Background: an optimization exercise with open tools, aiming at small area, a short achievable clock period and few clock cycles per item. Do not read the settings as production practice.
The RTL was checked by simulation tests, not by an equivalence proof against the original design.
Power is estimated from default activity; no workload was simulated.

===== flow/config.mk =====
export PLATFORM = sky130hd
export DESIGN_NAME = divider
export DESIGN_NICKNAME = divider
export VERILOG_FILES = /design/flow/design.v
export SDC_FILE = /design/flow/constraint.sdc
export NUM_CORES = 4
export LEC_CHECK = 0
export ABC_AREA = 1
export CAP_MARGIN = 20
export CORE_MARGIN = 2
export CORE_UTILIZATION = 40
export SETUP_SLACK_MARGIN = 4.5
export SLEW_MARGIN = 20

===== flow/constraint.sdc =====
create_clock -name core_clock -period 7.0 [get_ports {clk}]
set_input_delay 1.4000 -clock core_clock [delete_from_list [all_inputs] [get_ports {clk}]]
set_output_delay 1.4000 -clock core_clock [all_outputs]
set_load 0.01 [all_outputs]

===== flow/design.v =====
module divider (clk, quot, rem, fin, dvdend, dvsor, reset);
	output [31:0] quot;
	output [63:0] rem;
	output fin;
	input [63:0] dvdend;
	input [31:0] dvsor;
	input clk, reset;
	reg [31:0] r;     
	reg [31:0] q;     
	reg [4:0] cnt;    
	reg ld;           
	reg fin;
	reg [31:0] d;     
	wire [31:0] a = {r[30:0], q[31]};
	wire [31:0] p = a ^ ~d;
	wire [31:0] g0 = {a[31:1] & ~d[31:1], a[0] | ~d[0]};
	wire [31:0] p0 = p;
	wire g1_1 = g0[1] | (p0[1] & g0[0]);
	wire p1_1 = p0[1] & p0[0];
	wire g1_3 = g0[3] | (p0[3] & g0[2]);
	wire p1_3 = p0[3] & p0[2];
	wire g1_5 = g0[5] | (p0[5] & g0[4]);
	wire p1_5 = p0[5] & p0[4];
	wire g1_7 = g0[7] | (p0[7] & g0[6]);
	wire p1_7 = p0[7] & p0[6];
	wire g1_9 = g0[9] | (p0[9] & g0[8]);
	wire p1_9 = p0[9] & p0[8];
	wire g1_11 = g0[11] | (p0[11] & g0[10]);
	wire p1_11 = p0[11] & p0[10];
	wire g1_13 = g0[13] | (p0[13] & g0[12]);
	wire p1_13 = p0[13] & p0[12];
	wire g1_15 = g0[15] | (p0[15] & g0[14]);
	wire p1_15 = p0[15] & p0[14];
	wire g1_17 = g0[17] | (p0[17] & g0[16]);
	wire p1_17 = p0[17] & p0[16];
	wire g1_19 = g0[19] | (p0[19] & g0[18]);
	wire p1_19 = p0[19] & p0[18];
	wire g1_21 = g0[21] | (p0[21] & g0[20]);
	wire p1_21 = p0[21] & p0[20];
	wire g1_23 = g0[23] | (p0[23] & g0[22]);
	wire p1_23 = p0[23] & p0[22];
	wire g1_25 = g0[25] | (p0[25] & g0[24]);
	wire p1_25 = p0[25] & p0[24];
	wire g1_27 = g0[27] | (p0[27] & g0[26]);
	wire p1_27 = p0[27] & p0[26];
	wire g1_29 = g0[29] | (p0[29] & g0[28]);
	wire p1_29 = p0[29] & p0[28];
	wire g1_31 = g0[31] | (p0[31] & g0[30]);
	wire p1_31 = p0[31] & p0[30];
	wire g2_2 = g0[2] | (p0[2] & g1_1);
	wire p2_2 = p0[2] & p1_1;
	wire g2_3 = g1_3 | (p1_3 & g1_1);
	wire p2_3 = p1_3 & p1_1;
	wire g2_6 = g0[6] | (p0[6] & g1_5);
	wire p2_6 = p0[6] & p1_5;
	wire g2_7 = g1_7 | (p1_7 & g1_5);
	wire p2_7 = p1_7 & p1_5;
	wire g2_10 = g0[10] | (p0[10] & g1_9);
	wire p2_10 = p0[10] & p1_9;
	wire g2_11 = g1_11 | (p1_11 & g1_9);
	wire p2_11 = p1_11 & p1_9;
	wire g2_14 = g0[14] | (p0[14] & g1_13);
	wire p2_14 = p0[14] & p1_13;
	wire g2_15 = g1_15 | (p1_15 & g1_13);
	wire p2_15 = p1_15 & p1_13;
	wire g2_18 = g0[18] | (p0[18] & g1_17);
	wire p2_18 = p0[18] & p1_17;
	wire g2_19 = g1_19 | (p1_19 & g1_17);
	wire p2_19 = p1_19 & p1_17;
	wire g2_22 = g0[22] | (p0[22] & g1_21);
	wire p2_22 = p0[22] & p1_21;
	wire g2_23 = g1_23 | (p1_23 & g1_21);
	wire p2_23 = p1_23 & p1_21;
	wire g2_26 = g0[26] | (p0[26] & g1_25);
	wire p2_26 = p0[26] & p1_25;
	wire g2_27 = g1_27 | (p1_27 & g1_25);
	wire p2_27 = p1_27 & p1_25;
	wire g2_30 = g0[30] | (p0[30] & g1_29);
	wire p2_30 = p0[30] & p1_29;
	wire g2_31 = g1_31 | (p1_31 & g1_29);
	wire p2_31 = p1_31 & p1_29;
	wire g3_4 = g0[4] | (p0[4] & g2_3);
	wire p3_4 = p0[4] & p2_3;
	wire g3_5 = g1_5 | (p1_5 & g2_3);
	wire p3_5 = p1_5 & p2_3;
	wire g3_6 = g2_6 | (p2_6 & g2_3);
	wire p3_6 = p2_6 & p2_3;
	wire g3_7 = g2_7 | (p2_7 & g2_3);
	wire p3_7 = p2_7 & p2_3;
	wire g3_12 = g0[12] | (p0[12] & g2_11);
	wire p3_12 = p0[12] & p2_11;
	wire g3_13 = g1_13 | (p1_13 & g2_11);
	wire p3_13 = p1_13 & p2_11;
	wire g3_14 = g2_14 | (p2_14 & g2_11);
	wire p3_14 = p2_14 & p2_11;
	wire g3_15 = g2_15 | (p2_15 & g2_11);
	wire p3_15 = p2_15 & p2_11;
	wire g3_20 = g0[20] | (p0[20] & g2_19);
	wire p3_20 = p0[20] & p2_19;
	wire g3_21 = g1_21 | (p1_21 & g2_19);
	wire p3_21 = p1_21 & p2_19;
	wire g3_22 = g2_22 | (p2_22 & g2_19);
	wire p3_22 = p2_22 & p2_19;
	wire g3_23 = g2_23 | (p2_23 & g2_19);
	wire p3_23 = p2_23 & p2_19;
	wire g3_28 = g0[28] | (p0[28] & g2_27);
	wire p3_28 = p0[28] & p2_27;
	wire g3_29 = g1_29 | (p1_29 & g2_27);
	wire p3_29 = p1_29 & p2_27;
	wire g3_30 = g2_30 | (p2_30 & g2_27);
	wire p3_30 = p2_30 & p2_27;
	wire g3_31 = g2_31 | (p2_31 & g2_27);
	wire p3_31 = p2_31 & p2_27;
	wire g4_8 = g0[8] | (p0[8] & g3_7);
	wire p4_8 = p0[8] & p3_7;
	wire g4_9 = g1_9 | (p1_9 & g3_7);
	wire p4_9 = p1_9 & p3_7;
	wire g4_10 = g2_10 | (p2_10 & g3_7);
	wire p4_10 = p2_10 & p3_7;
	wire g4_11 = g2_11 | (p2_11 & g3_7);
	wire p4_11 = p2_11 & p3_7;
	wire g4_12 = g3_12 | (p3_12 & g3_7);
	wire p4_12 = p3_12 & p3_7;
	wire g4_13 = g3_13 | (p3_13 & g3_7);
	wire p4_13 = p3_13 & p3_7;
	wire g4_14 = g3_14 | (p3_14 & g3_7);
	wire p4_14 = p3_14 & p3_7;
	wire g4_15 = g3_15 | (p3_15 & g3_7);
	wire p4_15 = p3_15 & p3_7;
	wire g4_24 = g0[24] | (p0[24] & g3_23);
	wire p4_24 = p0[24] & p3_23;
	wire g4_25 = g1_25 | (p1_25 & g3_23);
	wire p4_25 = p1_25 & p3_23;
	wire g4_26 = g2_26 | (p2_26 & g3_23);
	wire p4_26 = p2_26 & p3_23;
	wire g4_27 = g2_27 | (p2_27 & g3_23);
	wire p4_27 = p2_27 & p3_23;
	wire g4_28 = g3_28 | (p3_28 & g3_23);
	wire p4_28 = p3_28 & p3_23;
	wire g4_29 = g3_29 | (p3_29 & g3_23);
	wire p4_29 = p3_29 & p3_23;
	wire g4_30 = g3_30 | (p3_30 & g3_23);
	wire p4_30 = p3_30 & p3_23;
	wire g4_31 = g3_31 | (p3_31 & g3_23);
	wire p4_31 = p3_31 & p3_23;
	wire g5_16 = g0[16] | (p0[16] & g4_15);
	wire p5_16 = p0[16] & p4_15;
	wire g5_17 = g1_17 | (p1_17 & g4_15);
	wire p5_17 = p1_17 & p4_15;
	wire g5_18 = g2_18 | (p2_18 & g4_15);
	wire p5_18 = p2_18 & p4_15;
	wire g5_19 = g2_19 | (p2_19 & g4_15);
	wire p5_19 = p2_19 & p4_15;
	wire g5_20 = g3_20 | (p3_20 & g4_15);
	wire p5_20 = p3_20 & p4_15;
	wire g5_21 = g3_21 | (p3_21 & g4_15);
	wire p5_21 = p3_21 & p4_15;
	wire g5_22 = g3_22 | (p3_22 & g4_15);
	wire p5_22 = p3_22 & p4_15;
	wire g5_23 = g3_23 | (p3_23 & g4_15);
	wire p5_23 = p3_23 & p4_15;
	wire g5_24 = g4_24 | (p4_24 & g4_15);
	wire p5_24 = p4_24 & p4_15;
	wire g5_25 = g4_25 | (p4_25 & g4_15);
	wire p5_25 = p4_25 & p4_15;
	wire g5_26 = g4_26 | (p4_26 & g4_15);
	wire p5_26 = p4_26 & p4_15;
	wire g5_27 = g4_27 | (p4_27 & g4_15);
	wire p5_27 = p4_27 & p4_15;
	wire g5_28 = g4_28 | (p4_28 & g4_15);
	wire p5_28 = p4_28 & p4_15;
	wire g5_29 = g4_29 | (p4_29 & g4_15);
	wire p5_29 = p4_29 & p4_15;
	wire g5_30 = g4_30 | (p4_30 & g4_15);
	wire p5_30 = p4_30 & p4_15;
	wire g5_31 = g4_31 | (p4_31 & g4_15);
	wire p5_31 = p4_31 & p4_15;
	wire [31:0] c = {g5_30, g5_29, g5_28, g5_27, g5_26, g5_25, g5_24, g5_23, g5_22, g5_21, g5_20, g5_19, g5_18, g5_17, g5_16, g4_15, g4_14, g4_13, g4_12, g4_11, g4_10, g4_9, g4_8, g3_7, g3_6, g3_5, g3_4, g2_3, g2_2, g1_1, g0[0], 1'b1};    
	wire [31:0] diff = p ^ c;
	wire nb = r[31] | g5_31;    
	always @(posedge clk) begin
		ld <= reset;
		d <= dvsor;
		if (reset) begin
			fin <= 1'b0;
			cnt <= 5'd0;
		end else if (!ld) begin
			cnt <= cnt + 5'd1;
			if (cnt == 5'd31)
				fin <= 1'b1;
		end
		if (ld) begin
			r <= dvdend[63:32];
			q <= dvdend[31:0];
		end else begin
			r <= nb ? diff : a;
			q <= {q[30:0], nb};
		end
	end
	assign quot = q;
	assign rem = {r, 32'h0};
endmodule

===== flow/flow/run.sh =====
#!/bin/bash
# Standard layout, with the port buffers made of the smallest buffer cell,
# and synthesis without Yosys's full-adder extraction (ABC maps the adder).
set -euo pipefail
export BUFFER_PORTS_ARGS="-buffer_cell sky130_fd_sc_hd__buf_1"
export ADDER_MAP_FILE=
bash standard.sh > standard.log 2>&1

===== flow/standard.sh =====
#!/bin/bash
# synth_recipe.tcl (not shown) runs the flow's synth.tcl, then flattens the netlist and writes it again
# the make line also repeats each setting of config.mk as NAME=value (left out here)
make -C /OpenROAD-flow-scripts/flow DESIGN_CONFIG=/design/flow/config.mk WORK_HOME=/design/flow/orfs CLKGATE_MAP_FILE= SYNTH_SCRIPT=/design/flow/synth_recipe.tcl "${@:-finish}"

==> run summary, run 1 <==
- Status: no timing/DRC/antenna violations
- Post-synthesis cell count: 856
- I/O Buffers: between 150 and 200
- # hold bufs at CTS: 0
- Post-synth top cells: 339 x nand2_1, 103 x dfxtp_1, 100 x inv_1
- Critical path type: flip-flop to primary output
- Compound-Gate Fraction of Synth Area: 0.0460
- Worst r2r path cells: 14
- XOR/XNOR Fraction of Synth Area: 0.0219
- Initial antenna violation count: 0
- H-tree levels: 3
- Post-synthesis sequential element count: roughly 100
- Sequential share of power: 0.306
- CP Max Fanout: 2
- Final setup fails: 0
- Setup TNS after final layout: 0 ns
- CP Cell Sequence: buf_1
- Area share of the largest cell type after synthesis: 0.372
- Largest net degree at the start of global routing: 67
- Adder-Cell Fraction of Synth Area: 0
- Total GRT Usage: 0.201
- Mux share of post-synthesis cell area: 0
- WP data arrival: 0.95 ns
- Sink Count: around 100
- Top cells by area, synth: dfxtp_1 37%, nand2_1 23%, inv_1 6.8%
- Clk root buf: clkbuf_16
- Final Hold Vio Count: 0
- Ratio of cells with drive above 1 in the final layout: 0.0784
- Layout area overhead: 19.1%
- Switching share of power: 0.446
- Die Ht: roughly 120 um
- Crit. Startpoint: r[31]
- DR pass1 iterations: 4
- Antenna violation net count after detailed routing: 0
- Initial DRC Count: 238
- DRT Wirelength: 14,400 um
- Vias in the first global route: 5,000
- Largest family of logic cells by synthesized area: simple AND/OR/NAND/NOR gates
- Crit. End Element: primary output
- Clock power share: 0.191
- Worst VDD drop: 0.216 mV
- FF-to-FF End: r[14]
- Sw power: between 1 and 1.5 mW
- CTS Buffer Depth: 2
- Top FF cell, synth: dfxtp_1
- Die ar.: between 0.01 and 0.015 mm^2
- Layout Utilization: 0.482
- R2R setup slack: ~4.7 ns
- Residual DRC: 0
- Placeable Area: 0.0137 mm^2
- Sequential area share after synthesis: 0.372
- TritonCTS Buffers: 9
- Detailed-route vias per instance: 4.52
- Dpl ws: 3.54 ns
- Post-synth top area cell: dfxtp_1
- PwrDens: a little under 400 mW/mm^2
- Internal power: about 1.4 mW
- Worst EP required: ~5.6 ns
- Clk latency of the worst-skew pair: between 0.3 and 0.4 ns
- Slew headroom: 0.654
- Post-Synth Simple-Gate Area: 0.418
- Die width: 122 um
- Dpl cell area: between 0.006 and 0.007 mm^2
- # diodes: 0
- Min-delay worst type: flip-flop to flip-flop
- Actual slew at the worst max-slew pin: between 0.5 and 0.6 ns
- First-pass GRT wire length: between 20,000 and 25,000 um
- Unrepaired setup endpoints after global routing: false
- Reg clk slew, reported paths: roughly 0.070 ns
- P_leak: ~3.5 nW
- Fin. max-slew vios: 0
- GP Congestion: between 0.8 and 0.9
- Starting Density: 0.405
- Hold_ws: 0.448 ns
- Delay-heaviest family, CP: flip-flops
- Rows: 43
- Syn_area_per_cell: roughly 6.5 um^2
- Period utilization: 0.336
- Post-synth EDFFs: 0
- Final instance area: approximately 0.0066 mm^2
- Crit path depth: 1
- Unique masters post-synth: 40
- Final worst setup slack: around 4.6 ns
- Asr flop ratio synth: 0
- CTS tree: yes
- Worst reg2reg startpoint: r[15]
- CP peak stage delay: about 0.43 ns
- Synth Cell Area: between 0.005 and 0.006 mm^2
- Nets: around 1,100
- CP Launch Type: flip-flop
- GRT overflow: 0
- Critical-path top delay cell: dfxtp_1
- Vias: between 5,000 and 6,000
- F_max: between 400 and 500 MHz
- Gate power share: 0.503
- Max_cap viols: 0
- Ys Warns: 1
- # IOs: between 150 and 200
- Tmin final: between 2 and 2.5 ns
- Most frequent cell after synthesis: nand2_1
- Capture point of the worst path: rem[63]
- WL per Instance: about 12 um
- CP Buf/Inv Count: 1
- Skew final: about 0.008 ns
- Detailed Place HPWL: ~10,000 um
[power by group through the flow]
stage          logic, mW  clock network [mW]  registers (mW)
2_1_floorplan      0.897                   0           0.838
3_3_place_gp        1.19                   0           0.799
3_5_place_dp        1.18                   0           0.804
4_1_cts             1.24               0.513           0.792
5_1_grt             1.48               0.532           0.809
6_report            1.30               0.493           0.792
[logic make-up (layout without fill, tap and decap cells)]
group           count (synthesis)  count (layout)
simple gates                  529             530
compound gates                 44              45
buf+inv                       166             298
other cells                     1              32
flops                         103             103
xor+xnor                       13              13
[layout by cell type (no fill, tap or decap), types with 8 or more instances in the layout]
cell       count
nand2_1      339
buf_1        162
dfxtp_1      102
inv_1         99
nand3_1       63
nor2_1        58
conb_1        32
nand4_1       26
a21oi_1       23
nand2_2       13
clkbuf_16      9
inv_2          8
o21ai_0        8
[through the flow]
stage | power (mW) | instances
2_1_floorplan | 1.74 | 887
3_3_place_gp | 1.99 | 1174
3_5_place_dp | 1.99 | 1174
4_1_cts | 2.54 | 1196
5_1_grt | 2.82 | 1201
6_report | 2.59 | 1201
[area by class of cell]
class	count	area [um^2]
fill	1489	7110
timing repair buffer	173	736
tap	180	225
sequential	103	2060
multi-input combinational	620	2880
inverter	109	414
clock buffer	10	239
clock inverter	6	50.0
[worst min path at each step]
| stage | from | to | slack [ns] | cells after the start |
|---|---|---|---|---|
| global placement | q[22] | q[23] | 0.43 | 2 |
| detailed placement | q[11] | q[12] | 0.43 | 2 |
| floorplan | cnt[4] | fin | 0.45 | 2 |
| finish | q[9] | q[10] | 0.45 | 2 |
| global route | q[19] | q[20] | 0.47 | 2 |
| CTS | q[11] | q[12] | 0.45 | 2 |
[per-layer routing]
metal | track usage | share of wire | up-vias
met5 | 0 | 0 | -
met4 | 0.0575 | 0.011 | 0
met3 | 0.0623 | 0.067 | 11
met2 | 0.340 | 0.47 | 151
met1 | 0.246 | 0.45 | 2373
li1 | - | - | 2895
[registers in the layout, summed over array words and instances, names as in the netlist]
signal  cells
r          32
d          32
q          32
cnt         5
ld          1
fin         1
[timing repair]
item                                    in CTS  in global routing
gates resized for setup                      3                  7
cloned                                       2                  0
endpoints found under the setup margin      35                 36
pin swaps                                    2                  3
buffers inserted                             4                  5
Testbench counts, summed over its fixed seeds: cycles 108,800, items 3,200.
==> run 2, diff against run 1 <==
==> flow/flow/run.sh (replaced) <==
#!/bin/bash
# Standard layout, with the port buffers made of the smallest buffer cell.
set -euo pipefail
export BUFFER_PORTS_ARGS="-buffer_cell sky130_fd_sc_hd__buf_1"
export SKIP_REPAIR_TIE_FANOUT=1
bash standard.sh > standard.log 2>&1
--- a/flow/config.mk
+++ b/flow/config.mk
@@ -8,6 +8,7 @@
 export ABC_AREA = 1
 export CAP_MARGIN = 20
 export CORE_MARGIN = 2
-export CORE_UTILIZATION = 40
+export CORE_UTILIZATION = 70
+export PLACE_DENSITY = 0.8
 export SETUP_SLACK_MARGIN = 4.5
 export SLEW_MARGIN = 20
==> run 2 against run 1 <==
Synthesized cell count down 7.8%. Flip-flop and latch count unchanged. Non-clock buffer count grew 2. Die area is 43% lower. Hold slack better by 0.0037 ns. Power decreased by 4.3%. Area after synthesis decreased by 1.9%. Sequential power rose by 1%. Critical endpoint is now rem[47]. Clock power down 19%. Utilization increased by 33 points.
==> run summary, run 2 <==
- Post-synth top cells: 297 x nand2_1, 103 x dfxtp_1, 89 x inv_1
- Unrepaired setup endpoints after global routing: true
- Global-route met2 utilization: 0.536 (+0.196)
- Critical path type: flip-flop to primary output
- Ys Warns: 1 (unchanged)
- CP peak stage delay: 0.50 ns (+0.07 ns)
- Fin. max-slew vios: 0 (unchanged)
- Detailed Place HPWL: 9100 um (-10%)
- Worst VDD drop: 0.228 mV (+5.4%)
- Period utilization: 0.349 (+0.0130)
- Top FF cell, synth: dfxtp_1
- # diodes: 0 (unchanged)
- Largest registers: d x32, q x32, r x32
- Setup TNS after final layout: 0 ns (unchanged)
- Vias: 5,258 (-3.2%)
- Rows: 32 (-26%)
- Vias in the first global route: 5,061 (+1.2%)
- DRT Wirelength: 13,300 um (-7.3%)
- Actual slew at the worst max-slew pin: 0.881 ns (+0.362 ns)
- GRT Max-Usage Layer: met2
- Unique masters post-synth: 30 (-25%)
- Status: no timing/DRC/antenna violations
- Nets: 1,061 (-4.8%)
- M1 GR Usage: 0.348 (+0.102)
- Initial antenna violation count: 0 (unchanged)
- F_max: 409 MHz (-3.7%)
- Slew headroom: 0.413 (-0.241)
- GP Congestion: 0.842 (-4.1%)
- Most frequent cell after synthesis: nand2_1
- Starting Density: 0.712 (+0.308)
- # IOs: 195 (unchanged)
- Reg clk slew, reported paths: 0.11 ns (+0.04 ns)
- Delay-heaviest family, CP: flip-flops
- Most common cell after layout, fill and taps aside: nand2_1
- Sink Count: 103 (unchanged)
- R2R setup slack: 4.61 ns (-0.13 ns)
- Post-synth top area cell: dfxtp_1
- TritonCTS Buffers: 9 (unchanged)
- CP Buf/Inv Count: 1 (unchanged)
- GRT overflow: 0 (unchanged)
- CP Cell Sequence: buf_1
- Placeable Area: 0.00765 mm^2 (-44%)
- Residual DRC: 0 (unchanged)
- I/O Buffers: 162 (unchanged)
- Crit. End Element: primary output
- First-pass GRT wire length: 21,000 um (-11%)
- H-tree levels: 3 (unchanged)
- Top cells by area, synth: dfxtp_1 38%, nand2_1 20%, ha_1 7.6%
- P_leak: 3.26 nW (-6.0%)
- Die Ht: 92.2 um (-24%)
- Most frequent cells in the layout: 296 x nand2_1, 162 x buf_1, 101 x dfxtp_1
- Layout area overhead: 14.1%
- Initial DRC Count: 168 (-29%)
- Dpl cell area: 0.00584 mm^2 (-4.9%)
- CP Max Fanout: 4 (+2)
- Post-synthesis sequential element count: 103 (unchanged)
- Final instance area: 0.00622 mm^2 (-6.0%)
- CTS Buffer Depth: 2 (unchanged)
- Met3 usage: 0.0740 (+0.0117)
- PwrDens: 398 mW/mm^2 (+1.8%)
- Clk root buf: clkbuf_8
- Clk latency of the worst-skew pair: 0.37 ns (+0.02 ns)
- Die width: 92.2 um (-24%)
- DR pass1 iterations: 5 (+1)
- Detailed-route vias per instance: 5.09 (+13%)
- CTS tree: yes
- Asr flop ratio synth: 0 (unchanged)
- WP data arrival: 1.04 ns (+0.09 ns)
- Min-delay worst type: flip-flop to flip-flop
- Layout Utilization: 0.813 (+0.331)
- Critical-path top delay cell: dfxtp_1
- Worst EP required: 5.60 ns (about the same)
- Skew final: 0.0129 ns (+0.00493 ns)
- Ratio of cells with drive above 1 in the final layout: 0.0677 (-0.0106)
- Area share of the largest cell type after synthesis: 0.379 (+0.00708)
- Max_cap viols: 0 (unchanged)
- Syn_area_per_cell: 6.90 um^2 (+6.5%)
- WL per Instance: 12.9 um (+7.8%)
- Die ar.: 0.00850 mm^2 (-43%)
- Largest net degree at the start of global routing: 89 (+33%)
- Total GRT Usage: 0.304 (+0.103)
- Post-synthesis cell count: 789 (-7.8%)
- Antenna violation net count after detailed routing: 0 (unchanged)
- CP Launch Type: flip-flop
- Sequential area share after synthesis: 0.379 (+0.00708)
- Synth Cell Area: 0.00545 mm^2 (-1.9%)
- Final Hold Vio Count: 0 (unchanged)
- Tmin final: 2.44 ns (+0.0910 ns)
- Post-synth EDFFs: 0 (unchanged)
- Final setup fails: 0 (unchanged)
- # hold bufs at CTS: 0 (unchanged)
[run 2: cell types whose count changed after synthesis, moves of 5 or more]
cell	before	now
ha_1	0	33
nand2_1	339	297
nor3_1	3	9
buf_2	8	0
nor2_1	58	73
inv_1	100	89
nand4_1	26	3
nand2_2	13	8
nand3_2	8	0
nand3_1	63	42
fa_1	0	5
[run 2: worst paths after layout]
kind | startpoint | to | cells past startpoint
max | r[15] | rem[47] | 1
min | q[8] | q[9] | 2
max reg2reg | q[31] | r[18] | 16
min reg2reg | q[8] | q[9] | 2
[run 2: cell families (layout without fill, tap and decap cells)]
kind of cell               after synthesis  in the layout  synth area share
and+or+nand+nor                        441            445             0.331
buffers and inverters                  148            285             0.131
DFF                                    103            103             0.379
AOI/OAI and AO/OA                       51             51            0.0538
adders and majority gates               38             38            0.0942
xor gates and xnor gates                 7              7            0.0113
other                                    1              1          0.000689
[run 2: timing repair]
item / 4_1_cts / 5_1_grt
gates cloned: 2 / 2
buffers inserted: 0 / 11
gates resized for setup: 5 / 4
setup endpoints to repair: 33 / 31
pin swaps: 0 / 3
[run 2: stage by stage]
stage / setup WS [ns] / power, mW / hold WS [ns] / cells
finish: 4.56 / 2.47 / 0.452 / 1032
CTS: 4.52 / 2.38 / 0.455 / 1019
detailed placement: 4.13 / 1.95 / 0.429 / 1001
global route: 4.47 / 2.67 / 0.474 / 1032
floorplan: 4.60 / 1.71 / 0.444 / 789
global placement: 4.28 / 1.89 / 0.425 / 1001
[run 2: layout make-up]
type / count / area (um^2)
multi-input cells: 542 / 2750
repair buffers: 175 / 706
inverters: 94 / 353
clock inverters: 7 / 88.8
well taps: 102 / 128
fillers: 600 / 1430
flip-flops and latches: 103 / 2060
clock buffers: 9 / 124
[run 2: per-layer routing]
layer / routed length [um] / part of all wire
met1: 5460 / 0.41
met2: 6580 / 0.49
met3: 935 / 0.070
met4: 360 / 0.027
met5: 0 / 0
[run 2: power by group]
part	switching, mW	internal [mW]
Combinational	0.805	0.469
Sequential	0.0979	0.704
Clock	0.223	0.174
Total	1.13	1.35
==> run 3, diff against run 2 <==
--- a/flow/config.mk
+++ b/flow/config.mk
@@ -8,7 +8,6 @@
 export ABC_AREA = 1
 export CAP_MARGIN = 20
 export CORE_MARGIN = 2
-export CORE_UTILIZATION = 70
-export PLACE_DENSITY = 0.8
+export CORE_UTILIZATION = 55
 export SETUP_SLACK_MARGIN = 4.5
 export SLEW_MARGIN = 20
==> run 3 against run 2 <==
Highest routed layer unchanged. Critical path depth unchanged. Routed wire length decreased by 2.4%. Largest power group unchanged. Via count decreased by 4.2%. Combinational power about the same.
==> run summary, run 3 <==
- CP Cell Sequence: buf_1
- Worst r2r path cells: 15 (-1)
- Asr flop ratio synth: 0 (unchanged)
- Setup TNS after final layout: 0 ns (unchanged)
- Tmin final: 2.42 ns (-0.0256 ns)
- Top FF cell, synth: dfxtp_1
- Crit path depth: 1 (unchanged)
- Post-synth top area cell: dfxtp_1
- # IOs: 195 (unchanged)
- Max_cap viols: 0 (unchanged)
- Post-synth EDFFs: 0 (unchanged)
- CP Launch Type: flip-flop
- Post-synth top cells: 297 x nand2_1, 103 x dfxtp_1, 89 x inv_1
- Actual slew at the worst max-slew pin: 0.911 ns (+0.0302 ns)
- Rows: 36 (+13%)
- Sink Count: 103 (unchanged)
- Area share of the largest cell type after synthesis: 0.379 (unchanged)
- CP Buf/Inv Count: 1 (unchanged)
- Syn_area_per_cell: 6.90 um^2 (unchanged)
- Final setup fails: 0 (unchanged)
- Residual DRC: 0 (unchanged)
- Clk latency of the worst-skew pair: 0.38 ns (about the same)
- Total GRT Usage: 0.247 (-0.0573)
- Unique masters post-synth: 30 (unchanged)
- Internal power: 1.37 mW (+1.4%)
- Critical path type: flip-flop to primary output
- Critical-path top delay cell: dfxtp_1
- Largest registers: d x32, q x32, r x32
- R2R setup slack: 4.68 ns (+0.07 ns)
- Reg clk slew, reported paths: 0.10 ns (about the same)
- Hold path depth: 2 (unchanged)
- Adder-Cell Fraction of Synth Area: 0.0942 (unchanged)
- Crit. End Element: primary output
- Ys Warns: 1 (unchanged)
- Skew final: 0.0123 ns (-0.000589 ns)
- Die Ht: 104 um (+12%)
- First-pass GRT wire length: 21,500 um (+2.4%)
- TritonCTS Buffers: 9 (unchanged)
- Most frequent cells in the layout: 297 x nand2_1, 162 x buf_1, 100 x dfxtp_1
- DRT Wirelength: 13,000 um (-2.4%)
- Detailed-route vias per instance: 4.74 (-7.0%)
- GP Congestion: 0.824 (-2.2%)
- Clk root buf: clkbuf_8
- Ratio of cells with drive above 1 in the final layout: 0.0687 (+0.00100)
- Initial DRC Count: 166 (-1.2%)
- Placeable Area: 0.00968 mm^2 (+27%)
- Slew headroom: 0.392 (-0.0202)
- Die width: 104 um (+12%)
- Synth Cell Area: 0.00545 mm^2 (unchanged)
- Period utilization: 0.345 (-0.00366)
- WP data arrival: 1.02 ns (-0.02 ns)
- Die ar.: 0.0107 mm^2 (+26%)
- CP peak stage delay: 0.45 ns (-0.05 ns)
- Post-Synth Simple-Gate Area: 0.331 (unchanged)
- Delay-heaviest family, CP: flip-flops
- Clock power share: 0.153 (-0.008)
- Initial antenna violation count: 0 (unchanged)
- Largest net degree at the start of global routing: 89 (unchanged)
- Switching share of power: 0.442 (-0.0131)
- GRT overflow: 0 (unchanged)
- Most common cell after layout, fill and taps aside: nand2_1
- Sequential area share after synthesis: 0.379 (unchanged)
- Compound-Gate Fraction of Synth Area: 0.0538 (unchanged)
- PwrDens: 390 mW/mm^2 (-1.9%)
- Area occupied by registers: 0.00207 mm^2 (about the same)
- CTS Buffer Depth: 2 (unchanged)
- Fin. max-slew vios: 0 (unchanged)
- Detailed Place HPWL: 9100 um (-0.10%)
- Final instance area: 0.00627 mm^2 (+0.89%)
- Most frequent cell after synthesis: nand2_1
- P_leak: 3.27 nW (+0.14%)
- XOR/XNOR Fraction of Synth Area: 0.0113 (unchanged)
- Gate power share: 0.520 (+0.005)
- Starting Density: 0.562 (-0.150)
- Dpl cell area: 0.00588 mm^2 (+0.66%)
- WL per Instance: 12.2 um (-5.3%)
- I/O Buffers: 162 (unchanged)
- Min-delay worst type: flip-flop to flip-flop
- Worst VDD drop: 0.198 mV (-13%)
- Top cells by area, synth: dfxtp_1 38%, nand2_1 20%, ha_1 7.6%
- # diodes: 0 (unchanged)
- Filler cells: 918 (+53%)
- F_max: 414 MHz (+1.1%)
- CP Max Fanout: 4 (unchanged)
- H-tree levels: 3 (unchanged)
- Post-synthesis sequential element count: 103 (unchanged)
- Antenna violation net count after detailed routing: 0 (unchanged)
- Vias in the first global route: 4,778 (-5.6%)
- Sw power: 1.08 mW (-3.9%)
- Post-synthesis cell count: 789 (unchanged)
- Multi-input logic area: 0.00276 mm^2 (+0.27%)
- CTS tree: yes
- Mux share of post-synthesis cell area: 0 (unchanged)
- Unrepaired setup endpoints after global routing: false
- Vias: 5,039 (-4.2%)
- Final Hold Vio Count: 0 (unchanged)
- Sequential share of power: 0.327 (+0.003)
- Nets: 1,064 (+0.28%)
- Largest family of logic cells by synthesized area: simple AND/OR/NAND/NOR gates
- Status: no timing/DRC/antenna violations
- Layout area overhead: 15.1%
- Layout Utilization: 0.648 (-0.165)
- DR pass1 iterations: 5 (unchanged)
- Worst EP required: 5.60 ns (about the same)
-- run 3: cell types whose count changed in the layout (fill, tap and decap cells not counted), sizes merged --
| cell | change |
|---|---|
| inv | -3 |
| buf | +2 |
| clkbuf | +1 |
| clkinv | -1 |
| clkinvlp | +1 |
| nand3 | +1 |
-- run 3: per-layer routing --
layer / global-route usage / share of wire / vias to the layer above
met5: 0 / 0 / -
met4: 0.0792 / 0.021 / 0
met3: 0.0881 / 0.079 / 26
met2: 0.412 / 0.47 / 159
met1: 0.297 / 0.43 / 2186
li1: - / - / 2668
-- run 3: power groups by stage --
stage / sequential [mW] / combinational [mW] / clock [mW]
3_5_place_dp: 0.813 / 1.13 / 0
5_1_grt: 0.819 / 1.45 / 0.408
3_3_place_gp: 0.809 / 1.10 / 0
4_1_cts: 0.800 / 1.21 / 0.383
6_report: 0.801 / 1.27 / 0.374
2_1_floorplan: 0.842 / 0.865 / 0
-- run 3: tightest hold or removal path: stages (launching register included) --
cell,delay (ns)
dfxtp_1,0.32
nand2_1,0.06
nand2_1,0.04
-- run 3: layout make-up --
class	instances	area share
flip-flops and latches	103	0.329
clock buffers	10	0.0219
clock inverters	4	0.00878
repair buffers	177	0.117
multi-input cells	543	0.440
well taps	133	0.0265
inverters	94	0.0563
-- run 3: cells by family (layout without fill, tap and decap cells) --
family	Yosys count	in the layout
flip-flops	103	103
other	1	1
adder cells (fa/ha/maj)	38	38
AND/OR/NAND/NOR	441	446
XOR/XNOR	7	7
buffers and inverters	148	285
AO/OA/AOI/OAI	51	51
-- run 3: worst paths after layout --
check	startpoint	endpoint
worst max-delay path	r[1]	rem[33]
worst min-delay path	q[1]	q[2]
worst max register to register	q[31]	r[16]
worst min register to register	q[1]	q[2]
-- run 3: timing repair --
item / CTS / global route
cloned: 3 / 2
pin swaps: 0 / 2
resized for setup: 4 / 5
hold buffers: 0 / 0
endpoints found under the setup margin: 33 / 33
setup buffers: 5 / 8
-- run 3: metrics by stage --
stage / cells / hold slack [ns] / worst slack, ns / power, mW
global route: 1064 / 0.459 / 4.53 / 2.68
global placement: 1032 / 0.422 / 4.21 / 1.91
finish: 1064 / 0.451 / 4.58 / 2.45
detailed placement: 1032 / 0.436 / 4.10 / 1.94
CTS: 1054 / 0.450 / 4.50 / 2.39
floorplan: 789 / 0.444 / 4.60 / 1.71
==> run 4, diff against run 3 <==
--- a/flow/config.mk
+++ b/flow/config.mk
@@ -8,6 +8,7 @@
 export ABC_AREA = 1
 export CAP_MARGIN = 20
 export CORE_MARGIN = 2
-export CORE_UTILIZATION = 55
+export CORE_UTILIZATION = 40
 export SETUP_SLACK_MARGIN = 4.5
 export SLEW_MARGIN = 20
+export TNS_END_PERCENT = 5
==> run 4 against run 3 <==
Synthesized cell count did not move. Area after synthesis unchanged. Largest power group unchanged. Final cell count up 3.8%. Via count fell by 2.1%. Critical path depth did not move. Worst setup slack better by 0.040 ns. Final area is 1.8% higher. Global-route usage fell by 6.3 points.
==> run summary, run 4 <==
- Status: no timing/DRC/antenna violations
- CP Max Fanout: 4 (unchanged)
- Antenna violation net count after detailed routing: 0 (unchanged)
- CTS Buffer Depth: 2 (unchanged)
- Largest family of logic cells by synthesized area: simple AND/OR/NAND/NOR gates
- Vias: 4,931 (-2.1%)
- Initial antenna violation count: 0 (unchanged)
- Starting Density: 0.410 (-0.153)
- CP Buf/Inv Count: 1 (unchanged)
- Area share of the largest cell type after synthesis: 0.379 (unchanged)
- DRT Wirelength: 13,600 um (+4.3%)
- Synth Cell Area: 0.00545 mm^2 (unchanged)
- Actual slew at the worst max-slew pin: 0.815 ns (-0.0968 ns)
- Filler cells: 1,395 (+52%)
- Skew final: 0.00880 ns (-0.00355 ns)
- Overall power consumption: 2.53 mW (+3.5%)
- Worst EP required: 5.60 ns (about the same)
- Mux share of post-synthesis cell area: 0 (unchanged)
- Detailed Place HPWL: 9320 um (+2.5%)
- Top FF cell, synth: dfxtp_1
- Layout area overhead: 17.2%
- WP data arrival: 0.98 ns (-0.04 ns)
- PwrDens: 397 mW/mm^2 (+1.7%)
- TritonCTS Buffers: 9 (unchanged)
- Final Hold Vio Count: 0 (unchanged)
- WL per Instance: 12.3 um (+0.49%)
- Initial DRC Count: 197 (+19%)
- Ratio of cells with drive above 1 in the final layout: 0.0625 (-0.00624)
- Unrepaired setup endpoints after global routing: true
- Period utilization: 0.340 (-0.00569)
- Final worst setup slack: 4.62 ns (+0.0398 ns)
- Max_cap viols: 0 (unchanged)
- DR pass1 iterations: 4 (-1)
- Post-synthesis cell count: 789 (unchanged)
- Sink Count: 103 (unchanged)
- Sequential area share after synthesis: 0.379 (unchanged)
- Clk root buf: clkbuf_16
- CP Launch Type: flip-flop
- Asr flop ratio synth: 0 (unchanged)
- I/O Buffers: 162 (unchanged)
- Slew headroom: 0.456 (+0.0639)
- Final std cells w/o fill: 1,104 (+3.8%)
- Most common cell after layout, fill and taps aside: nand2_1
- Die width: 121 um (+17%)
- Nets: 1,060 (-0.38%)
- Min-delay worst type: flip-flop to flip-flop
- Ys Warns: 1 (unchanged)
- Unique masters post-synth: 30 (unchanged)
- Residual DRC: 0 (unchanged)
- Critical path type: flip-flop to primary output
- Most frequent cells in the layout: 297 x nand2_1, 162 x buf_1, 101 x dfxtp_1
- Adder-Cell Fraction of Synth Area: 0.0942 (unchanged)
- Final setup fails: 0 (unchanged)
- F_max: 421 MHz (+1.7%)
- Delay-heaviest family, CP: flip-flops
- Most frequent cell after synthesis: nand2_1
- P_leak: 3.30 nW (+0.95%)
- Reg clk slew, reported paths: 0.07 ns (-0.03 ns)
- Post-Synth Simple-Gate Area: 0.331 (unchanged)
- Vias in the first global route: 4,589 (-4.0%)
- Die Ht: 121 um (+17%)
- Largest net degree at the start of global routing: 90 (+1.1%)
- Die ar.: 0.0146 mm^2 (+36%)
- Post-synth EDFFs: 0 (unchanged)
- # IOs: 195 (unchanged)
- Detailed-route vias per instance: 4.47 (-5.7%)
- XOR/XNOR Fraction of Synth Area: 0.0113 (unchanged)
- H-tree levels: 3 (unchanged)
- CP Cell Sequence: buf_1
- Compound-Gate Fraction of Synth Area: 0.0538 (unchanged)
- Syn_area_per_cell: 6.90 um^2 (unchanged)
- Top cells by area, synth: dfxtp_1 38%, nand2_1 20%, ha_1 7.6%
- Crit. End Element: primary output
- GRT overflow: 0 (unchanged)
- CTS tree: yes
- Worst VDD drop: 0.180 mV (-8.8%)
- Fin. max-slew vios: 0 (unchanged)
- Post-synthesis sequential element count: 103 (unchanged)
- Rows: 42 (+17%)
- GP Congestion: 0.792 (-3.8%)
- Dpl ws: 4.20 ns (+0.0917 ns)
- Total GRT Usage: 0.183 (-0.0631)
- R2R setup slack: 4.63 ns (-0.05 ns)
- # diodes: 0 (unchanged)
- Clk latency of the worst-skew pair: 0.36 ns (-0.02 ns)
- Placeable Area: 0.0133 mm^2 (+37%)
- Post-synth top cells: 297 x nand2_1, 103 x dfxtp_1, 89 x inv_1
- Placed Instances: 1,074 (+4.1%)
- Tmin final: 2.38 ns (-0.0398 ns)
- CP peak stage delay: 0.43 ns (-0.02 ns)
- Post-synth top area cell: dfxtp_1
- Setup TNS after final layout: 0 ns (unchanged)
- Critical-path top delay cell: dfxtp_1
- First-pass GRT wire length: 21,300 um (-1.2%)
- Largest registers: d x32, q x32, r x32
run 4: metal layers:
layer	part of all wire	global-route usage	vias up
met3	0.077	0.0736	8
met1	0.46	0.223	2128
met2	0.45	0.306	126
met4	0.0079	0.0371	0
li1	-	-	2669
met5	0	0	-
run 4: kinds of logic after synthesis:
group                    after synthesis
AND/OR/NAND/NOR                      441
buffers and inverters                148
flip-flops                           103
AO/OA/AOI/OAI                         51
adder cells (fa/ha/maj)               38
XOR/XNOR                               7
other                                  1
run 4: worst paths after layout:
| kind | end | startpoint | cells after the start |
|---|---|---|---|
| worst max-delay path | rem[47] | r[15] | 1 |
| worst min-delay path | q[5] | q[4] | 2 |
| worst min register to register | q[5] | q[4] | 2 |
| worst max register to register | r[16] | q[31] | 15 |
run 4: per-stage QoR:
step	utilization	hold slack, ns	instance area [um^2]
floorplan	-	0.444	5450
global placement	0.446	0.426	5930
detailed placement	0.446	0.428	5930
CTS	0.470	0.449	6240
global route	0.480	0.468	6380
finish	0.480	0.446	6380
run 4: area by class of cell:
cell class / instances / area (um^2) / share of cell area
multi-input cells: 541 / 2740 / 0.429
repair buffers: 175 / 731 / 0.114
clock buffers: 9 / 225 / 0.0353
clock inverters: 6 / 51.3 / 0.00803
well taps: 176 / 220 / 0.0345
inverters: 94 / 353 / 0.0553
flip-flops and latches: 103 / 2070 / 0.324
run 4: power breakdown:
part | leakage, nW | internal [mW] | switching (mW)
sequential | 0.867 | 0.704 | 0.104
combinational | 2.29 | 0.477 | 0.766
clock | 0.139 | 0.246 | 0.237
run 4: what timing repair did:
| item | CTS | global route |
|---|---|---|
| gates resized for setup | 3 | 3 |
| pin swaps | 0 | 2 |
| hold buffers | 0 | 0 |
| gates cloned | 2 | 1 |
| buffers inserted | 0 | 12 |
| endpoints found under the hold margin | 0 | 0 |
| setup endpoints to repair | 33 | 50 |
==> run 5, diff against run 4 <==
==> flow/flow/run.sh (replaced) <==
#!/bin/bash
# Standard layout with three changes: the port buffers are the smallest
# buffer cell, tie cells are not duplicated per load, and ABC maps with the
# area script in flow/abc_area.script. Each tool's output goes to its own log.
set -euo pipefail
cp -r "$FLOW_HOME/scripts" scripts_local
cp flow/abc_area.script scripts_local/abc_area.script
export SCRIPTS_DIR="$PWD/scripts_local"
export BUFFER_PORTS_ARGS="-buffer_cell sky130_fd_sc_hd__buf_1"
export SKIP_REPAIR_TIE_FANOUT=1

bash standard.sh > standard.log 2>&1
==> flow/flow/abc_area.script (new file) <==
strash
&get -n
&st
&dch
&nf
&put
buffer -c
topo
stime -c
upsize -c
dnsize -c
--- a/flow/config.mk
+++ b/flow/config.mk
@@ -11,4 +11,3 @@
 export CORE_UTILIZATION = 40
 export SETUP_SLACK_MARGIN = 4.5
 export SLEW_MARGIN = 20
-export TNS_END_PERCENT = 5
==> run 5 against run 4 <==
Still clean. Final area down 1.1%. Worst setup slack worse by 0.26 ns. Clock power up 6.0%. Clock-buffer cell count increased by 1. Global-route usage increased by 0.14 points. Utilization increased by 2.2 points. Synthesized cell count down 32%. Critical path depth increased by 11.
==> run summary, run 5 <==
- Most common cell after layout, fill and taps aside: buf_1
- # diodes: 0 (unchanged)
- WP data arrival: 2.84 ns (+1.86 ns)
- Max_cap viols: 0 (unchanged)
- Final Hold Vio Count: 0 (unchanged)
- Residual DRC: 0 (unchanged)
- Die Ht: 117 um (-2.8%)
- TritonCTS Buffers: 9 (unchanged)
- Antenna violation net count after detailed routing: 0 (unchanged)
- Worst EP required: 7.21 ns (+1.61 ns)
- Syn_area_per_cell: 9.56 um^2 (+39%)
- Die width: 117 um (-2.8%)
- Most used cell, CP: inv_2
- Delay-heaviest family, CP: adder cells
- Post-synthesis cell count: 537 (-32%)
- Reg clk slew, reported paths: 0.08 ns (about the same)
- Starting Density: 0.409 (-0.000995)
- Sink Count: 103 (unchanged)
- Setup TNS after final layout: 0 ns (unchanged)
- Largest net degree at the start of global routing: 80 (-11%)
- First-pass GRT wire length: 20,600 um (-3.0%)
- Tmin final: 2.64 ns (+0.259 ns)
- Post-synth top area cell: dfxtp_1
- Vias: 4,226 (-14%)
- Detailed Place HPWL: 8860 um (-5.0%)
- Sequential area share after synthesis: 0.401 (+0.0229)
- Slew headroom: 0.402 (-0.0544)
- Post-synthesis sequential element count: 103 (unchanged)
- # hold bufs at CTS: 0 (unchanged)
- Actual slew at the worst max-slew pin: 0.897 ns (+0.0824 ns)
- Post-synth EDFFs: 0 (unchanged)
- F_max: 379 MHz (-9.8%)
- Most frequent cell after synthesis: dfxtp_1
- P_leak: 2.70 nW (-18%)
- Final setup fails: 0 (unchanged)
- Crit. End Element: flip-flop
- Fin. max-slew vios: 0 (unchanged)
- GP Congestion: 0.812 (+2.5%)
- CP peak stage delay: 0.41 ns (-0.02 ns)
- Rows: 41 (-2.4%)
- Status: no timing/DRC/antenna violations
- DRT Wirelength: 12,600 um (-6.9%)
- Placeable Area: 0.0126 mm^2 (-5.5%)
- Ys Warns: 1 (unchanged)
- CTS Buffer Depth: 2 (unchanged)
- WL per Instance: 14.8 um (+20%)
- Ratio of cells with drive above 1 in the final layout: 0.157 (+0.0942)
- Overall power consumption: 2.59 mW (+2.2%)
- Initial DRC Count: 192 (-2.5%)
- CP Max Fanout: 5 (+1)
- Layout Utilization: 0.503 (+0.0224)
- Critical path type: flip-flop to flip-flop
- Most frequent cells in the layout: 162 x buf_1, 101 x dfxtp_1, 46 x nand2_1
- Clk root buf: clkbuf_16
- I/O Buffers: 162 (unchanged)
- Filler cells: 1,178 (-16%)
- Synth Cell Area: 0.00514 mm^2 (-5.7%)
- Die ar.: 0.0138 mm^2 (-5.5%)
- Top FF cell, synth: dfxtp_1
- Unrepaired setup endpoints after global routing: true
- # IOs: 195 (unchanged)
- Worst VDD drop: 0.222 mV (+23%)
- Critical-path top delay cell: fa_1
- GRT overflow: 0 (unchanged)
- Area share of the largest cell type after synthesis: 0.401 (+0.0229)
- CTS tree: yes
- Top cells by area, synth: dfxtp_1 40%, ha_1 8.0%, mux2_2 6.8%
- CP Buf/Inv Count: 3 (+2)
- Post-synth top cells: 103 x dfxtp_1, 46 x nand2_1, 44 x inv_1
- Detailed-route vias per instance: 4.94 (+11%)
- Skew final: 0.0145 ns (+0.00569 ns)
- Largest registers: d x32, q x32, r x32
- Nets: 814 (-23%)
- R2R setup slack: 4.36 ns (-0.27 ns)
- Period utilization: 0.377 (+0.0370)
- Total GRT Usage: 0.185 (+0.00144)
- PwrDens: 410 mW/mm^2 (+3.3%)
- Initial antenna violation count: 0 (unchanged)
- CP Cell Sequence: inv_2 > ha_4 > fa_2 > nand3b_1 > a211oi_4 > o21a_4 > buf_12 > nor2_8 > inv_2 > fa_1 > mux2i_1 > o21ai_1
- DR pass1 iterations: 4 (unchanged)
- Unique masters post-synth: 62 (+110%)
- Clk latency of the worst-skew pair: 0.36 ns (about the same)
- Layout area overhead: 23.0%
- Vias in the first global route: 4,238 (-7.6%)
- CP Launch Type: flip-flop
- H-tree levels: 3 (unchanged)
- Asr flop ratio synth: 0 (unchanged)
- Min-delay worst type: flip-flop to flip-flop
run 5: cell types whose count changed in the layout (fill, tap and decap cells not counted), moves of 6 or more:
cell	delta
and3_1	+10
nor3_1	-7
a21oi_1	+6
mux2i_1	+15
inv_1	-47
mux2_2	+31
o21ai_1	+15
nand3_1	-36
nor2_1	-50
a21o_1	+6
o31ai_1	+10
nand2_2	-7
nand2_1	-251
run 5: worst register-to-register path, cell delays in order, from the launching register on:
cell	delay, ns
dfxtp_2	0.34
inv_2	0.05
ha_4	0.15
fa_2	0.34
nand3b_1	0.22
a211oi_4	0.33
o21a_4	0.24
buf_12	0.12
nor2_8	0.04
inv_2	0.06
fa_1	0.41
mux2i_1	0.13
o21ai_1	0.07
run 5: repair_timing:
| item | CTS | global route |
|---|---|---|
| endpoints found under the setup margin | 33 | 33 |
| cloned | 3 | 1 |
| buffers inserted | 8 | 6 |
| gates resized for setup | 22 | 14 |
| hold endpoints to repair | 0 | 0 |
| pin swaps | 13 | 22 |
run 5: area by class of cell:
cell class | count | area (um^2) | area share
timing repair buffer | 178 | 802 | 0.127
tap | 172 | 215 | 0.0341
inverter | 45 | 169 | 0.0267
sequential | 103 | 2070 | 0.327
clock inverter | 6 | 70.1 | 0.0111
clock buffer | 10 | 239 | 0.0378
multi-input combinational | 341 | 2760 | 0.436
run 5: through the flow:
| stage | instance area (um^2) | hold slack, ns | instances | setup WS [ns] |
|---|---|---|---|---|
| 6_report | 6320 | 0.463 | 855 | 4.36 |
| 3_3_place_gp | 5640 | 0.452 | 821 | 3.81 |
| 2_1_floorplan | 5150 | 0.470 | 537 | 4.52 |
| 4_1_cts | 6190 | 0.471 | 848 | 4.40 |
| 5_1_grt | 6320 | 0.505 | 855 | 4.24 |
| 3_5_place_dp | 5640 | 0.452 | 821 | 3.66 |
run 5: metal layers:
| layer | track usage | vias up | wire length (um) |
|---|---|---|---|
| li1 | - | 2137 | - |
| met1 | 0.214 | 1913 | 5310 |
| met2 | 0.315 | 161 | 5990 |
| met3 | 0.0720 | 15 | 1140 |
| met4 | 0.0557 | 0 | 194 |
| met5 | 0 | - | 0 |
run 5: worst paths after layout:
kind | to | cells after the start | startpoint
min reg2reg | fin | 2 | fin
max | r[16] | 12 | q[31]
min | fin | 2 | fin
max reg2reg | r[16] | 12 | q[31]
run 5: cell families after synthesis:
kind of cell	synth area share
flip-flops	0.401
XOR/XNOR	0.0239
adder cells (fa/ha/maj)	0.0999
multiplexers	0.0972
buffers and inverters	0.0991
other	0.000730
AND/OR/NAND/NOR	0.104
AO/OA/AOI/OAI	0.174
run 5: report_power, final:
group | internal [mW] | switching, mW
Clock | 0.264 | 0.248
Sequential | 0.705 | 0.0921
Combinational | 0.554 | 0.729
==> run 6, diff against run 5 <==
==> flow/flow/abc_area.script (replaced) <==
strash
dch
map -a
topo
stime -c
buffer -c
upsize -c
dnsize -c
==> run 6 against run 5 <==
Critical path type unchanged. Worst setup slack better by 0.077 ns. Synthesized cell count is 17% higher. Still clean on timing, DRC and antenna. Largest power group unchanged. Clock-buffer cell count stayed put. Die area is 2.0% lower. First-iteration DRC count is 0.52% lower. Power is 15% higher. Sequential power is 4.4% higher. Flip-flop and latch count stayed put. Clock power is 1% higher. Sequential share of layout area is 0.58 points lower. Final area is 1.9% higher.
==> run summary, run 6 <==
- Post-synthesis sequential element count: 103 (unchanged)
- Crit. Startpoint: d[25]
- CP Max Fanout: 6 (+1)
- Setup TNS after final layout: 0 ns (unchanged)
- CP peak stage delay: 0.35 ns (-0.06 ns)
- CTS tree: yes
- # diodes: 0 (unchanged)
- Detailed Place HPWL: 8530 um (-3.8%)
- Sequential area share after synthesis: 0.410 (+0.00839)
- Crit. End Element: flip-flop
- Worst EP required: 7.21 ns (about the same)
- Max_cap viols: 0 (unchanged)
- Asr flop ratio synth: 0 (unchanged)
- Final setup fails: 0 (unchanged)
- DR pass1 iterations: 5 (+1)
- Most used cell, CP: inv_1
- First-pass GRT wire length: 20,800 um (+1.0%)
- GP Congestion: 0.832 (+2.4%)
- I/O Buffers: 162 (unchanged)
- Total GRT Usage: 0.200 (+0.0147)
- Placeable Area: 0.0122 mm^2 (-3.2%)
- Unrepaired setup endpoints after global routing: true
- Area share of the largest cell type after synthesis: 0.410 (+0.00839)
- Period utilization: 0.365 (-0.0110)
- Status: no timing/DRC/antenna violations
- H-tree levels: 3 (unchanged)
- GRT overflow: 0 (unchanged)
- Antenna violation net count after detailed routing: 0 (unchanged)
- Ys Warns: 1 (unchanged)
- Post-synth top cells: 159 x nand2_1, 103 x dfxtp_1, 68 x inv_1
- Min-delay worst type: flip-flop to flip-flop
- Worst reg2reg startpoint: d[25]
- Die Ht: 116 um (-0.99%)
- Vias in the first global route: 4,574 (+7.9%)
- CP Cell Sequence: inv_1 > ha_1 > inv_1 > nor2_1 > inv_1 > nor2_1 > inv_1 > nor4_4 > buf_4 > nand3_4 > nand3_4 > clkbuf_16 > nand2_1 > o21ai_1 > o21ai_0
- Initial antenna violation count: 0 (unchanged)
- Hold Crit Start: q[13]
- Final Hold Vio Count: 0 (unchanged)
- Unique masters post-synth: 44 (-29%)
- Sink Count: 103 (unchanged)
- DRT Wirelength: 13,400 um (+6.0%)
- CTS Buffer Depth: 2 (unchanged)
- Hold_ws: 0.449 ns (-0.0147 ns)
- CP Launch Type: flip-flop
- Top cells by area, synth: dfxtp_1 41%, nand2_1 12%, ha_1 8.2%
- Dpl cell area: 0.00553 mm^2 (-2.0%)
- Ratio of cells with drive above 1 in the final layout: 0.151 (-0.00584)
- Clk root buf: clkbuf_16
- Initial DRC Count: 191 (-0.52%)
- Worst VDD drop: 0.189 mV (-15%)
- Fin. max-slew vios: 0 (unchanged)
- Clk latency of the worst-skew pair: 0.36 ns (about the same)
- Vias: 4,480 (+6.0%)
- Nets: 920 (+13%)
- Most common cell after layout, fill and taps aside: buf_1
- R2R setup slack: 4.44 ns (+0.08 ns)
- Post-synth EDFFs: 0 (unchanged)
- Most frequent cell after synthesis: nand2_1
- Slew headroom: 0.398 (-0.00396)
- Reg clk slew, reported paths: 0.07 ns (about the same)
- Largest net degree at the start of global routing: 95 (+19%)
- Actual slew at the worst max-slew pin: 0.903 ns (+0.00594 ns)
- Die ar.: 0.0135 mm^2 (-2.0%)
- WL per Instance: 14.0 um (-5.3%)
- Largest registers: d x32, q x32, r x32
- WP data arrival: 2.77 ns (-0.07 ns)
- TritonCTS Buffers: 9 (unchanged)
- Starting Density: 0.414 (+0.00502)
- PwrDens: 464 mW/mm^2 (+13%)
- Syn_area_per_cell: 7.99 um^2 (-17%)
- Synth Cell Area: 0.00503 mm^2 (-2.0%)
- Post-synth top area cell: dfxtp_1
- Post-synthesis cell count: 630 (+17%)
- Top FF cell, synth: dfxtp_1
- P_leak: 2.88 nW (+6.9%)
- Residual DRC: 0 (unchanged)
- Critical-path top delay cell: ha_1
- Critical path type: flip-flop to flip-flop
- F_max: 391 MHz (+3.0%)
- Die width: 116 um (-0.99%)
- Detailed-route vias per instance: 4.68 (-5.3%)
- # IOs: 195 (unchanged)
- Layout area overhead: 28.0%
- Rows: 40 (-2.4%)
- Final instance area: 0.00644 mm^2 (+1.9%)
- Most frequent cells in the layout: 162 x buf_1, 154 x nand2_1, 97 x dfxtp_1
- Skew final: 0.00620 ns (-0.00829 ns)
- Tmin final: 2.56 ns (-0.0771 ns)
[run 6: changes by cell type in the layout (fill, tap and decap cells not counted), moves of 8 or more]
cell	previous run	this run
o21ai_2	3	11
mux2i_1	15	0
xor2_1	10	20
mux2_2	31	0
and3_1	10	0
buf_4	10	18
o21ai_1	20	55
nand2_1	46	154
o31ai_1	10	1
inv_1	42	66
a21o_1	8	0
a21oi_1	33	16
[run 6: metal layers]
metal / track usage / wire, um / vias to the layer above / share of wire
met3: 0.0737 / 1130 / 25 / 0.085
met5: 0 / 0 / - / 0
met1: 0.223 / 5500 / 1974 / 0.41
li1: - / - / 2306 / -
met2: 0.346 / 6430 / 175 / 0.48
met4: 0.0778 / 338 / 0 / 0.025
[run 6: repair_timing]
| item | in CTS | in global routing |
|---|---|---|
| buffers inserted | 14 | 9 |
| gates cloned | 7 | 1 |
| setup endpoints to repair | 33 | 33 |
| gates resized for setup | 33 | 43 |
| pin swaps | 8 | 12 |
| hold endpoints to repair | 0 | 0 |
| hold buffers | 0 | 0 |
[run 6: report_power, final]
| part | internal, mW | total [mW] | switching (mW) |
|---|---|---|---|
| clock network | 0.284 | 0.518 | 0.234 |
| registers | 0.717 | 0.832 | 0.115 |
| logic | 0.684 | 1.64 | 0.955 |
| total | 1.68 | 2.99 | 1.30 |
[run 6: critical path, delay by kind of cell, from the launching register on]
kind	cells	cell delay [ns]
simple gates	6	0.93
buf+inv	6	0.68
fa+ha+maj	1	0.35
flops	1	0.32
compound gates	2	0.14
[run 6: worst paths after layout]
kind	cells past startpoint	to
max	15	r[20]
min reg2reg	2	q[14]
min	2	q[14]
max reg2reg	15	r[20]
[run 6: stage by stage]
step | util | setup WS, ns | cells | total power [mW]
2_1_floorplan | - | 4.52 | 630 | 1.76
3_3_place_gp | 0.454 | 3.92 | 910 | 2.00
3_5_place_dp | 0.454 | 3.83 | 910 | 2.02
4_1_cts | 0.511 | 4.43 | 947 | 2.81
5_1_grt | 0.530 | 4.23 | 957 | 3.21
6_report | 0.530 | 4.44 | 957 | 2.99
[run 6: logic make-up (layout without fill, tap and decap cells)]
| family | count (synthesis) | after routing | share of synthesized area |
|---|---|---|---|
| adder cells (fa/ha/maj) | 38 | 38 | 0.102 |
| other | 1 | 1 | 0.000745 |
| AO/OA/AOI/OAI | 120 | 120 | 0.144 |
| XOR/XNOR | 23 | 23 | 0.0400 |
| buffers and inverters | 128 | 281 | 0.125 |
| AND/OR/NAND/NOR | 217 | 223 | 0.179 |
| flip-flops | 103 | 103 | 0.410 |
[run 6: layout make-up]
type                    count  area, um^2
well taps                 168         210
repair inverters            1        8.76
multi-input cells         405        2690
inverters                  77         300
clock inverters             6        75.1
repair buffers            187         862
fillers                  1180        5720
flip-flops and latches    103        2070
clock buffers              10         229
==> run 7, diff against run 6 <==
==> flow/run.sh (new file) <==
#!/bin/bash
# synth_recipe.tcl (not shown) runs the flow's synth.tcl, then flattens the netlist and writes it again
# the make line also repeats each setting of config.mk as NAME=value (left out here)
make -C /OpenROAD-flow-scripts/flow DESIGN_CONFIG=/design/flow/config.mk WORK_HOME=/design/flow/orfs CLKGATE_MAP_FILE= SYNTH_SCRIPT=/design/flow/synth_recipe.tcl finish
removed: flow/flow/run.sh
removed: flow/flow/abc_area.script
removed: flow/standard.sh
==> run 7 against run 6 <==
Via count rose by 14%. Final area rose by 15%. Critical path depth fell by 14. Register-to-register slack improved by 0.22 ns. Non-clock buffer count fell by 15. First-iteration DRC count fell by 25%. Flip-flop and latch count did not move. Synthesized cell count rose by 25%.
==> run summary, run 7 <==
- Fin. max-slew vios: 0 (unchanged)
- F_max: 412 MHz (+5.3%)
- First-pass GRT wire length: 23,100 um (+11%)
- DR pass1 iterations: 4 (-1)
- Total GRT Usage: 0.200 (+0.000241)
- Filler cells: 1,314 (+11%)
- Detailed Place HPWL: 10,200 um (+19%)
- WL per Instance: 12.5 um (-11%)
- Tmin final: 2.43 ns (-0.128 ns)
- Mux share of post-synthesis cell area: 0 (unchanged)
- Critical-path top delay cell: dfxtp_1
- Critical path type: flip-flop to primary output
- # hold bufs at CTS: 0 (unchanged)
- Post-synthesis sequential element count: 103 (unchanged)
- Status: no timing/DRC/antenna violations
- Antenna violation net count after detailed routing: 0 (unchanged)
- Post-synth top cells: 297 x nand2_1, 103 x dfxtp_1, 89 x inv_1
- Reg clk slew, reported paths: 0.07 ns (about the same)
- Worst VDD drop: 0.148 mV (-21%)
- Area occupied by registers: 0.00207 mm^2 (unchanged)
- Die Ht: 121 um (+3.9%)
- Dpl ws: 4.13 ns (+0.297 ns)
- Rows: 42 (+5.0%)
- Sink Count: 103 (unchanged)
- Vias: 5,116 (+14%)
- Actual slew at the worst max-slew pin: 0.688 ns (-0.215 ns)
- Clk root buf: clkbuf_16
- WP data arrival: 1.03 ns (-1.74 ns)
- # diodes: 0 (unchanged)
- Post-synth top area cell: dfxtp_1
- Ys Warns: 1 (unchanged)
- Multi-input logic area: 0.00286 mm^2 (+6.4%)
- Setup TNS after final layout: 0 ns (unchanged)
- XOR/XNOR Fraction of Synth Area: 0.0113 (-0.0288)
- Post-synth EDFFs: 0 (unchanged)
- Residual DRC: 0 (unchanged)
- Largest net degree at the start of global routing: 91 (-4.2%)
- Largest registers: d x32, q x32, r x32
- Compound-Gate Fraction of Synth Area: 0.0538 (-0.0900)
- Routed met1 length: 6070 um (+10%)
- CTS Buffer Depth: 2 (unchanged)
- Die ar.: 0.0146 mm^2 (+8.0%)
- Initial antenna violation count: 0 (unchanged)
- Sequential area share after synthesis: 0.379 (-0.0313)
- Most frequent cells in the layout: 297 x nand2_1, 97 x dfxtp_1, 97 x clkdlybuf4s50_1
- GRT overflow: 0 (unchanged)
- Post-synthesis cell count: 789 (+25%)
- Hold_ws: 0.446 ns (-0.00228 ns)
- Asr flop ratio synth: 0 (unchanged)
- Worst EP required: 5.60 ns (-1.61 ns)
- Final setup fails: 0 (unchanged)
- CP Launch Type: flip-flop
- Period utilization: 0.347 (-0.0183)
- Unique masters post-synth: 30 (-32%)
- CP peak stage delay: 0.38 ns (+0.03 ns)
- Placeable Area: 0.0133 mm^2 (+9.3%)
- Top FF cell, synth: dfxtp_1
- Vias in the first global route: 5,058 (+11%)
- Post-Synth Simple-Gate Area: 0.331 (+0.152)
- H-tree levels: 3 (unchanged)
- Final instance area: 0.00743 mm^2 (+15%)
- Most frequent cell after synthesis: nand2_1
- R2R setup slack: 4.66 ns (+0.22 ns)
- Min-delay worst type: flip-flop to flip-flop
- PwrDens: 352 mW/mm^2 (-24%)
- CP Cell Sequence: dlygate4sd2_1
- Delay-heaviest family, CP: flip-flops
- Max_cap viols: 0 (unchanged)
- Final worst setup slack: 4.57 ns (+0.128 ns)
- CTS tree: yes
- Starting Density: 0.410 (-0.00403)
- Adder-Cell Fraction of Synth Area: 0.0942 (-0.00778)
- Detailed-route vias per instance: 4.51 (-3.6%)
- I/O Buffers: 162 (unchanged)
- Dpl cell area: 0.00706 mm^2 (+28%)
- GP Congestion: 0.807 (-2.9%)
- CP Max Fanout: 4 (-2)
- CP Buf/Inv Count: 1 (-5)
- Top cells by area, synth: dfxtp_1 38%, nand2_1 20%, ha_1 7.6%
- P_leak: 3.93 nW (+36%)
- Area share of the largest cell type after synthesis: 0.379 (-0.0313)
- Synth Cell Area: 0.00545 mm^2 (+8.3%)
- Skew final: 0.00873 ns (+0.00253 ns)
- Unrepaired setup endpoints after global routing: false
- Highest Signal Layer: met4
- Nets: 1,089 (+18%)
- Layout area overhead: 36.4%
- # IOs: 195 (unchanged)
- Largest family of logic cells by synthesized area: simple AND/OR/NAND/NOR gates
- Initial DRC Count: 143 (-25%)
- Slew headroom: 0.541 (+0.143)
- DRT Wirelength: 14,200 um (+5.9%)
- Crit. End Element: primary output
- Met3 wire len: 1360 um (+20%)
- Most common cell after layout, fill and taps aside: nand2_1
- TritonCTS Buffers: 9 (unchanged)
- Syn_area_per_cell: 6.90 um^2 (-14%)
- Clk latency of the worst-skew pair: 0.35 ns (about the same)
- Ratio of cells with drive above 1 in the final layout: 0.0668 (-0.0840)
- Met2 wire length: 6460 um (+0.45%)
- Final Hold Vio Count: 0 (unchanged)
- Die width: 121 um (+3.9%)
run 7: cell types whose count changed in the layout (fill, tap and decap cells not counted), moves of 7 or more:
cell             delta
nand3_1            +38
inv_1              +21
o21ai_1            -50
nor2_1             +45
a21oi_1            +11
ha_1                +7
nand2_1           +143
buf_1             -162
clkdlybuf4s50_1    +97
buf_4              -11
conb_1             +31
o21ai_2            -11
xor2_1             -15
dlygate4sd2_1      +63
run 7: timing repair:
| action | in CTS | in global routing |
|---|---|---|
| gates cloned | 4 | 0 |
| endpoints found under the setup margin | 98 | 34 |
| pin swaps | 0 | 4 |
| setup buffers | 0 | 8 |
| gates resized for setup | 77 | 5 |
run 7: power by group:
part	internal, mW	switching (mW)
clock	0.243	0.226
sequential	0.706	0.0942
combinational	0.562	0.784
run 7: path summary, 6_finish.rpt:
kind / start / endpoint / cells after the start
worst min register to register: q[5] / q[6] / 2
worst max register to register: r[16] / r[14] / 14
worst min-delay path: q[5] / q[6] / 2
worst max-delay path: r[3] / rem[35] / 1
run 7: metal layers:
metal | vias up | global-route usage
met4 | 0 | 0.0749
met5 | - | 0
met2 | 164 | 0.328
met1 | 2242 | 0.231
met3 | 24 | 0.0854
li1 | 2686 | -
run 7: cell families after synthesis:
logic type,count (synthesis)
AO/OA/AOI/OAI,51
XOR/XNOR,7
adder cells (fa/ha/maj),38
buffers and inverters,148
flip-flops,103
other,1
AND/OR/NAND/NOR,441
run 7: layout make-up:
cell class | count | share of cell area
timing repair inverter | 1 | 0.000674
tap | 176 | 0.0296
clock buffer | 10 | 0.0308
inverter | 94 | 0.0480
clock inverter | 6 | 0.00590
multi-input combinational | 572 | 0.385
timing repair buffer | 172 | 0.222
sequential | 103 | 0.279
run 7: metrics by stage:
| step | instances | power (mW) | util |
|---|---|---|---|
| CTS | 1126 | 2.58 | 0.552 |
| global placement | 1106 | 2.09 | 0.531 |
| global route | 1134 | 2.85 | 0.559 |
| detailed placement | 1106 | 2.12 | 0.531 |
| finish | 1134 | 2.62 | 0.559 |
| floorplan | 820 | 1.71 | - |

port drivers added, routing unchanged:
Ports are ideal in the flow. The routed layouts listed here were re-timed in OpenROAD. Step 1 sets driving cells, clkbuf_16 on the clock port and buf_2 on the other inputs (assumed; they add their load-dependent delay and slew). Step 2 also shifts input and output timing later by t, the mid clock arrival at the registers, as if the neighbouring blocks saw the same clock. a / b / c = no drivers / after step 1 / after step 2; a / b = the first two.
run | shift t [ns] | setup slack, ns | worst slew at a driven data input, ns
run 1 | 0.389 | 4.649 / 4.607 / 4.744 | 0.07
run 2 | 0.394 | 4.558 / 4.525 / 4.615 | 0.06
run 3 | 0.405 | 4.583 / 4.550 / 4.681 | 0.05
run 4 | 0.390 | 4.623 / 4.585 / 4.631 | 0.06
run 5 | 0.392 | 4.364 / 4.364 / 4.364 | 0.06
run 6 | 0.395 | 4.442 / 4.442 / 4.442 | 0.04
run 7 | 0.392 | 4.570 / 4.528 / 4.662 | 0.06
After both steps setup and hold are still met in every run listed.
